Background: an optimization exercise with open tools, aiming at small area. Do not read the settings as production practice. Only simulation tests tie the RTL to the original design; equivalence was not proved. The clock port is modelled as an ideal driver, which makes a skipped or thinned clock tree look cheaper than it is; a real chip needs a root buffer or a tree. Power is estimated from default activity; no workload was simulated.

Design top_bcd, start of the top module:
module top_bcd(
    input clk, rst, button,
    output [6:0] seg,
    output [3:0] an
);
Size in the first run: about 140 cells after synthesis, roughly 14 I/O pins, roughly 1400 sq um of cells after synthesis.
==> flow/config.mk <==
export PLATFORM = sky130hd
export DESIGN_NAME = top_bcd
export DESIGN_NICKNAME = top_bcd
export VERILOG_FILES = /design/flow/design.v
export SDC_FILE = /design/flow/constraint.sdc
export NUM_CORES = 4
export LEC_CHECK = 0
export CAP_MARGIN = 20
export CORE_MARGIN = 2
export CORE_UTILIZATION = 40
export SLEW_MARGIN = 20
==> flow/constraint.sdc <==
create_clock -name core_clock -period 100.0 [get_ports {clk}]
set_input_delay 20.0000 -clock core_clock [delete_from_list [all_inputs] [get_ports {clk}]]
set_output_delay 20.0000 -clock core_clock [all_outputs]
set_load 0.01 [all_outputs]
standard.sh (not shown) runs the stock make flow with config.mk's settings and CLKGATE_MAP_FILE= SYNTH_SCRIPT=/design/flow/synth_recipe.tcl, a recipe that flattens the netlist after the stock synthesis.
==> flow/flow/run.sh <==
#!/bin/bash
# Own layout flow: the standard ORFS flow (standard.sh) with these changes
#  - ABC maps the logic with each of a few area-oriented scripts
#    (flow/abc*.abc) and the smallest result is kept (flow/abc_pick.tcl); the
#    rest of the synthesis, and so every register, is the standard flow's own
#  - input and output ports are buffered with buf_1
#  - the clock tree is a few clock buffers fed straight from the clock port,
#    each driving a cluster of registers (flow/kbuf.tcl, flow/pre_cts.tcl)
# settings come from flow/settings.sh. Each tool's output goes to standard.log
# in this folder; ORFS's own per-step logs are under orfs/logs.
set -uo pipefail
W=$PWD
F=$W/flow
export MY_FLOW_DIR=$F
MY_CLKBUF=sky130_fd_sc_hd__clkbuf_8
MY_NCLKBUF=3
EXTRA=()
[ -f $F/settings.sh ] && source $F/settings.sh
export MY_CLKBUF MY_NCLKBUF
{
  echo "source $F/abc_pick.tcl"
  cat $W/synth_recipe.tcl
} > $W/my_synth.tcl
bash $W/standard.sh SYNTH_SCRIPT=$W/my_synth.tcl \
  "BUFFER_PORTS_ARGS=-buffer_cell sky130_fd_sc_hd__buf_1" \
  PRE_CTS_TCL=$F/pre_cts.tcl "${EXTRA[@]}" finish > $W/standard.log 2>&1
==> flow/flow/settings.sh <==
MY_CLKBUF=sky130_fd_sc_hd__clkbuf_16
MY_NCLKBUF=1
EXTRA=(ADDER_MAP_FILE=)
Other scripts of this flow, unchanged in this note and not shown: flow/flow/abc1.abc, flow/flow/abc2.abc, flow/flow/abc3.abc, flow/flow/abc4.abc, flow/flow/abc5.abc, flow/flow/abc_pick.tcl, flow/flow/kbuf.tcl, flow/flow/pre_cts.tcl
Rerun with:
==> flow/flow/settings.sh (replaced) <==
MY_CLKBUF=sky130_fd_sc_hd__clkbuf_8
MY_NCLKBUF=2
EXTRA=(ADDER_MAP_FILE=)
- final area is about the same
- via count hardly moves
- cell count is higher by 0.51%
- routed wire length hardly moves
- setup slack gets better by 11 ps
- core utilization is about the same
- worst hold slack degrades by 4.0 ps
- sequential power hardly moves
- clock skew is about the same
- power goes down by 0.34%
- synthesized area does not change
No run of this note takes its clock network from TritonCTS; it comes from the design's own scripts or RTL.


top_bcd, a different RTL version from the one above (not shown whole).
For scale: ~130 cells after synthesis, roughly 33 flip-flops, about 0.0014 sq mm of cells after synthesis.
clock: 100.0 ns
lec_check: 0
cap_margin: 20
core_margin: 2
core_utilization: 40
slew_margin: 20
==> flow/flow/run.sh <==
#!/bin/bash
# Own layout flow: the standard ORFS flow (standard.sh) with these changes
#  - ABC maps the logic with each of a few area-oriented scripts
#    (flow/abc_scripts.txt) and the smallest result is kept (flow/abc_pick.tcl); the
#    rest of the synthesis, and so every register, is the standard flow's own
#  - input and output ports are buffered with buf_1
#  - the clock tree is a few clock buffers fed straight from the clock port,
#    each driving a cluster of registers (flow/kbuf.tcl, flow/pre_cts.tcl)
# settings come from flow/settings.sh. Each tool's output goes to standard.log
# in this folder; ORFS's own per-step logs are under orfs/logs.
set -uo pipefail
W=$PWD
F=$W/flow
export MY_FLOW_DIR=$F
MY_CLK_OPTIONS="clkbuf_8:2 clkbuf_8:3 clkbuf_8:4"
MY_CLK_SLEW=0.110
EXTRA=()
[ -f $F/settings.sh ] && source $F/settings.sh
export MY_CLK_OPTIONS MY_CLK_SLEW
{
  echo "source $F/abc_pick.tcl"
  cat $W/synth_recipe.tcl
} > $W/my_synth.tcl
bash $W/standard.sh SYNTH_SCRIPT=$W/my_synth.tcl \
  "BUFFER_PORTS_ARGS=-buffer_cell sky130_fd_sc_hd__buf_1" \
  PRE_CTS_TCL=$F/pre_cts.tcl "${EXTRA[@]}" finish > $W/standard.log 2>&1
==> flow/flow/abc_scripts.txt <==
&get -n; &st; &dch -f; &nf -R 1000; &put; topo
&get -n; &st; &dch -f; &nf -R 1000; &put; strash; &get -n; &st; &dch -f; &nf -R 1000; &put; topo
&get -n; &st; &dc2; &dc2; &dch -f; &nf -R 1000 -a; &put; topo
&get -n; &st; &dc2; &dch -f; &nf -R 1000; &put; topo
&get -n; &st; &synch2; &dch -f; &nf -R 1000; &put; topo
&get -n; &st; &syn2; &dch -f; &nf -R 1000; &put; topo
&get -n; &st; &syn3; &dch -f; &nf -R 1000; &put; topo
&get -n; &st; &dch; &nf -R 1000; &put; topo
&get -n; &st; &dch -x; &nf -R 1000; &put; topo
&get -n; &st; &if -K 4; &st; &dch -f; &nf -R 1000; &put; topo
&get -n; &st; &if -K 6; &mfs; &st; &dch -f; &nf -R 1000; &put; topo
strash; balance; rewrite; refactor; balance; rewrite; rewrite -z; balance; refactor -z; rewrite -z; balance; &get -n; &st; &dch -f; &nf -R 1000; &put; topo
strash; balance; rewrite; refactor; balance; rewrite; rewrite -z; balance; refactor -z; rewrite -z; balance; balance; rewrite; refactor; balance; rewrite; rewrite -z; balance; refactor -z; rewrite -z; balance; &get -n; &st; &dch -f; &nf -R 1000; &put; topo
strash; dc2; balance; rewrite; refactor; &get -n; &st; &dch -f; &nf -R 1000; &put; topo
&get -n; &st; &dch -f; &nf -R 1000 -E 10; &put; topo
&get -n; &st; &dch -f; &nf -R 1000 -Q 10; &put; topo
&get -n; &st; &dc2; &dch -f; &nf -R 1000; &put; strash; &get -n; &st; &dc2; &dch -f; &nf -R 1000; &put; topo
&get -n; &st; &b; &dch -f; &nf -R 1000; &put; topo
&get -n; &st; &dsdb; &dch -f; &nf -R 1000; &put; topo
&get -n; &st; &dch -f; &nf -R 1000 -p; &put; topo
&get -n; &st; &dc2; &syn2; &dch -f; &nf -R 1000; &put; topo
&get -n; &st; &synch2; &dc2; &dch -f; &nf -R 1000; &put; strash; &get -n; &st; &dch -f; &nf -R 1000; &put; topo
strash; dch -f; map -a; strash; &get -n; &st; &dch -f; &nf -R 1000; &put; topo
strash; balance; rewrite; refactor; balance; rewrite; rewrite -z; balance; refactor -z; rewrite -z; balance; dch -f; map -a; topo
&get -n; &st; &dch -f; &nf -R 1000 -F 5 -A 5; &put; topo
&get -n; &st; &dch -f; &nf -R 1000 -C 30; &put; topo
&get -n; &st; &dch -f -C 5000; &nf -R 2000; &put; topo
&get -n; &st; &dch -f -W 10; &nf -R 1000; &put; topo
&get -n; &st; &dch -f; &nf -R 1000 -L 20; &put; topo
strash; dc2; balance; rewrite; refactor; dc2; &get -n; &st; &dch -f; &nf -R 1000; &put; topo
strash; dc2; balance; rewrite; refactor; &get -n; &st; &dc2; &dch -f; &nf -R 1000; &put; topo
strash; dc2; balance; rewrite; refactor; &get -n; &st; &dch -f; &nf -R 1000 -p; &put; topo
strash; dc2; balance; rewrite; refactor; &get -n; &st; &dch -x; &nf -R 1000; &put; topo
strash; dc2; balance; rewrite -z; refactor -z; &get -n; &st; &dch -f; &nf -R 1000; &put; topo
strash; refactor; rewrite; dc2; &get -n; &st; &dch -f; &nf -R 1000; &put; topo
strash; dc2; balance; rewrite; refactor; &get -n; &st; &dch -f; &nf -R 1000; &put; strash; dc2; balance; rewrite; refactor; &get -n; &st; &dch -f; &nf -R 1000; &put; topo
strash; dc2; balance; rewrite; refactor; dch -f; map -a; topo
&get -n; &st; &if -K 5; &st; &dch -f; &nf -R 1000; &put; topo
&get -n; &st; &if -K 3; &st; &dch -f; &nf -R 1000; &put; topo
==> flow/flow/pre_cts.tcl <==
source $::env(MY_FLOW_DIR)/kbuf.tcl
rename clock_tree_synthesis _tritoncts_unused
proc clock_tree_synthesis {args} {
  set_propagated_clock [all_clocks]
  set opts $::env(MY_CLK_OPTIONS)
  set n [llength $opts]
  for {set i 0} {$i < $n} {incr i} {
    lassign [split [lindex $opts $i] :] cell k
    set made [kbuf_clock_tree sky130_fd_sc_hd__$cell $k]
    set s [kbuf_max_clk_slew]
    puts "kbuf: $k x $cell, largest clock-pin slew $s ns"
    if {$s <= $::env(MY_CLK_SLEW) || $i == $n - 1} { break }
    kbuf_undo $made
  }
}
==> flow/flow/settings.sh <==
EXTRA=(ADDER_MAP_FILE=)
Other scripts of this flow, unchanged in this note and not shown: flow/flow/abc_pick.tcl, flow/flow/kbuf.tcl
Rerun with:
--- a/flow/flow/abc_scripts.txt
+++ b/flow/flow/abc_scripts.txt
@@ -24,16 +24 @@
 strash; balance; rewrite; refactor; balance; rewrite; rewrite -z; balance; refactor -z; rewrite -z; balance; dch -f; map -a; topo
-&get -n; &st; &dch -f; &nf -R 1000 -F 5 -A 5; &put; topo
-&get -n; &st; &dch -f; &nf -R 1000 -C 30; &put; topo
-&get -n; &st; &dch -f -C 5000; &nf -R 2000; &put; topo
-&get -n; &st; &dch -f -W 10; &nf -R 1000; &put; topo
-&get -n; &st; &dch -f; &nf -R 1000 -L 20; &put; topo
-strash; dc2; balance; rewrite; refactor; dc2; &get -n; &st; &dch -f; &nf -R 1000; &put; topo
-strash; dc2; balance; rewrite; refactor; &get -n; &st; &dc2; &dch -f; &nf -R 1000; &put; topo
-strash; dc2; balance; rewrite; refactor; &get -n; &st; &dch -f; &nf -R 1000 -p; &put; topo
-strash; dc2; balance; rewrite; refactor; &get -n; &st; &dch -x; &nf -R 1000; &put; topo
-strash; dc2; balance; rewrite -z; refactor -z; &get -n; &st; &dch -f; &nf -R 1000; &put; topo
-strash; refactor; rewrite; dc2; &get -n; &st; &dch -f; &nf -R 1000; &put; topo
-strash; dc2; balance; rewrite; refactor; &get -n; &st; &dch -f; &nf -R 1000; &put; strash; dc2; balance; rewrite; refactor; &get -n; &st; &dch -f; &nf -R 1000; &put; topo
-strash; dc2; balance; rewrite; refactor; dch -f; map -a; topo
-&get -n; &st; &if -K 5; &st; &dch -f; &nf -R 1000; &put; topo
-&get -n; &st; &if -K 3; &st; &dch -f; &nf -R 1000; &put; topo
==> flow/flow/settings.sh (replaced) <==
EXTRA=(ADDER_MAP_FILE=)
MY_CLK_OPTIONS="clkbuf_4:3 clkbuf_16:1 clkbuf_8:2 clkbuf_8:3"
PLACE_DENSITY = 0.9   (was not set)
Global-route usage went down by 0.77 points.
Combinational power barely changes.
Utilization stays flat.
Routed wire length fell by 7.9%.
Worst setup slack loses 0.080 ns.
Register-to-register slack stays flat.
Hold slack is worse by 0.0030 ns.
Sequential share of layout area is about the same.
Rerun with:
--- a/flow/flow/run.sh
+++ b/flow/flow/run.sh
@@ -14,3 +14,4 @@
 export MY_FLOW_DIR=$F
-MY_CLK_OPTIONS="clkbuf_8:2 clkbuf_8:3 clkbuf_8:4"
+MY_CLKBUF=sky130_fd_sc_hd__clkbuf_8
+MY_NCLKBUF=2
 MY_CLK_SLEW=0.110
@@ -18,3 +19,3 @@
 [ -f $F/settings.sh ] && source $F/settings.sh
-export MY_CLK_OPTIONS MY_CLK_SLEW
+export MY_CLKBUF MY_NCLKBUF MY_CLK_SLEW
 {
==> flow/flow/pre_cts.tcl (replaced) <==
# Replaces TritonCTS for this small design (see kbuf.tcl): the fewest
# buffers of $::env(MY_CLKBUF), from $::env(MY_NCLKBUF) up to 4, whose
# largest clock-pin slew with placement parasitics is at most
# $::env(MY_CLK_SLEW) ns.
source $::env(MY_FLOW_DIR)/kbuf.tcl
rename clock_tree_synthesis _tritoncts_unused
proc clock_tree_synthesis {args} {
  set_propagated_clock [all_clocks]
  for {set k $::env(MY_NCLKBUF)} {$k <= 4} {incr k} {
    set made [kbuf_clock_tree $::env(MY_CLKBUF) $k]
    set s [kbuf_max_clk_slew]
    puts "kbuf: $k buffers, largest clock-pin slew $s ns"
    if {$s <= $::env(MY_CLK_SLEW) || $k == 4} { break }
    kbuf_undo $made
  }
}
==> flow/flow/settings.sh (replaced) <==
MY_CLKBUF=sky130_fd_sc_hd__clkbuf_8
MY_NCLKBUF=2
EXTRA=(ADDER_MAP_FILE=)
PLACE_DENSITY = not set   (was 0.9)
Maximum frequency hardly moves; combinational power climbs by 3.5%; power increases by 1.6%; critical path depth is unchanged; clock skew barely changes; routed wire length grows by 9.0%; register-to-register slack is better by 0.04 ns; hold slack is better by 0.0074 ns; global-route usage increases by 1.6 points; via count grows by 0.41%.
Rerun with:
--- a/flow/flow/run.sh
+++ b/flow/flow/run.sh
@@ -14,4 +14,3 @@
 export MY_FLOW_DIR=$F
-MY_CLKBUF=sky130_fd_sc_hd__clkbuf_8
-MY_NCLKBUF=2
+MY_CLK_OPTIONS="clkbuf_8:2 clkbuf_8:3 clkbuf_8:4"
 MY_CLK_SLEW=0.110
@@ -19,3 +18,3 @@
 [ -f $F/settings.sh ] && source $F/settings.sh
-export MY_CLKBUF MY_NCLKBUF MY_CLK_SLEW
+export MY_CLK_OPTIONS MY_CLK_SLEW
 {
==> flow/flow/pre_cts.tcl (replaced) <==
source $::env(MY_FLOW_DIR)/kbuf.tcl
rename clock_tree_synthesis _tritoncts_unused
proc clock_tree_synthesis {args} {
  set_propagated_clock [all_clocks]
  set opts $::env(MY_CLK_OPTIONS)
  set n [llength $opts]
  for {set i 0} {$i < $n} {incr i} {
    lassign [split [lindex $opts $i] :] cell k
    set made [kbuf_clock_tree sky130_fd_sc_hd__$cell $k]
    set s [kbuf_max_clk_slew]
    puts "kbuf: $k x $cell, largest clock-pin slew $s ns"
    if {$s <= $::env(MY_CLK_SLEW) || $i == $n - 1} { break }
    kbuf_undo $made
  }
}
==> flow/flow/settings.sh (replaced) <==
EXTRA=(ADDER_MAP_FILE=)
MY_CLK_OPTIONS="clkbuf_4:3 clkbuf_16:1 clkbuf_8:2 clkbuf_8:3"
Design area is unchanged; power stays flat; worst hold slack stays flat; utilization does not change; die area stays the same; area after synthesis stays the same.
In every run of this note, the design's own scripts or RTL, not TritonCTS, make the clock network.

[separate check: timing with driven ports]
How much do the figures lean on ideal ports? The routed layouts below were timed once more, with nothing changed but the port constraints.
Step 1 assumes that a clkbuf_16 drives the clock port and a buf_2 every other input.
Step 2 adds t to the input delays and takes it off the output delays; t is the mean of the earliest and latest rising clock arrival at the registers after step 1. Input paths then give back, and output paths get back, about the clock's delay inside the block.
Slacks: ideal / step 1 / step 2; pairs: ideal / step 1.
run	shift t [ns]	setup WS [ns]	latest minus earliest clock arrival (ns)
the first run of note 1	0.206	77.586 / 77.553 / 77.758	0.006 / 0.007
the second run of note 1	0.188	77.597 / 77.563 / 77.751	0.008 / 0.009
the first run of note 2	0.188	77.730 / 77.697 / 77.885	0.003 / 0.003
the second run of note 2	0.185	77.651 / 77.619 / 77.804	0.008 / 0.008
the third run of note 2	0.192	77.605 / 77.568 / 77.759	0.006 / 0.005
the fourth run of note 2	0.192	77.605 / 77.568 / 77.759	0.006 / 0.005
After both steps every run listed still meets setup and hold.
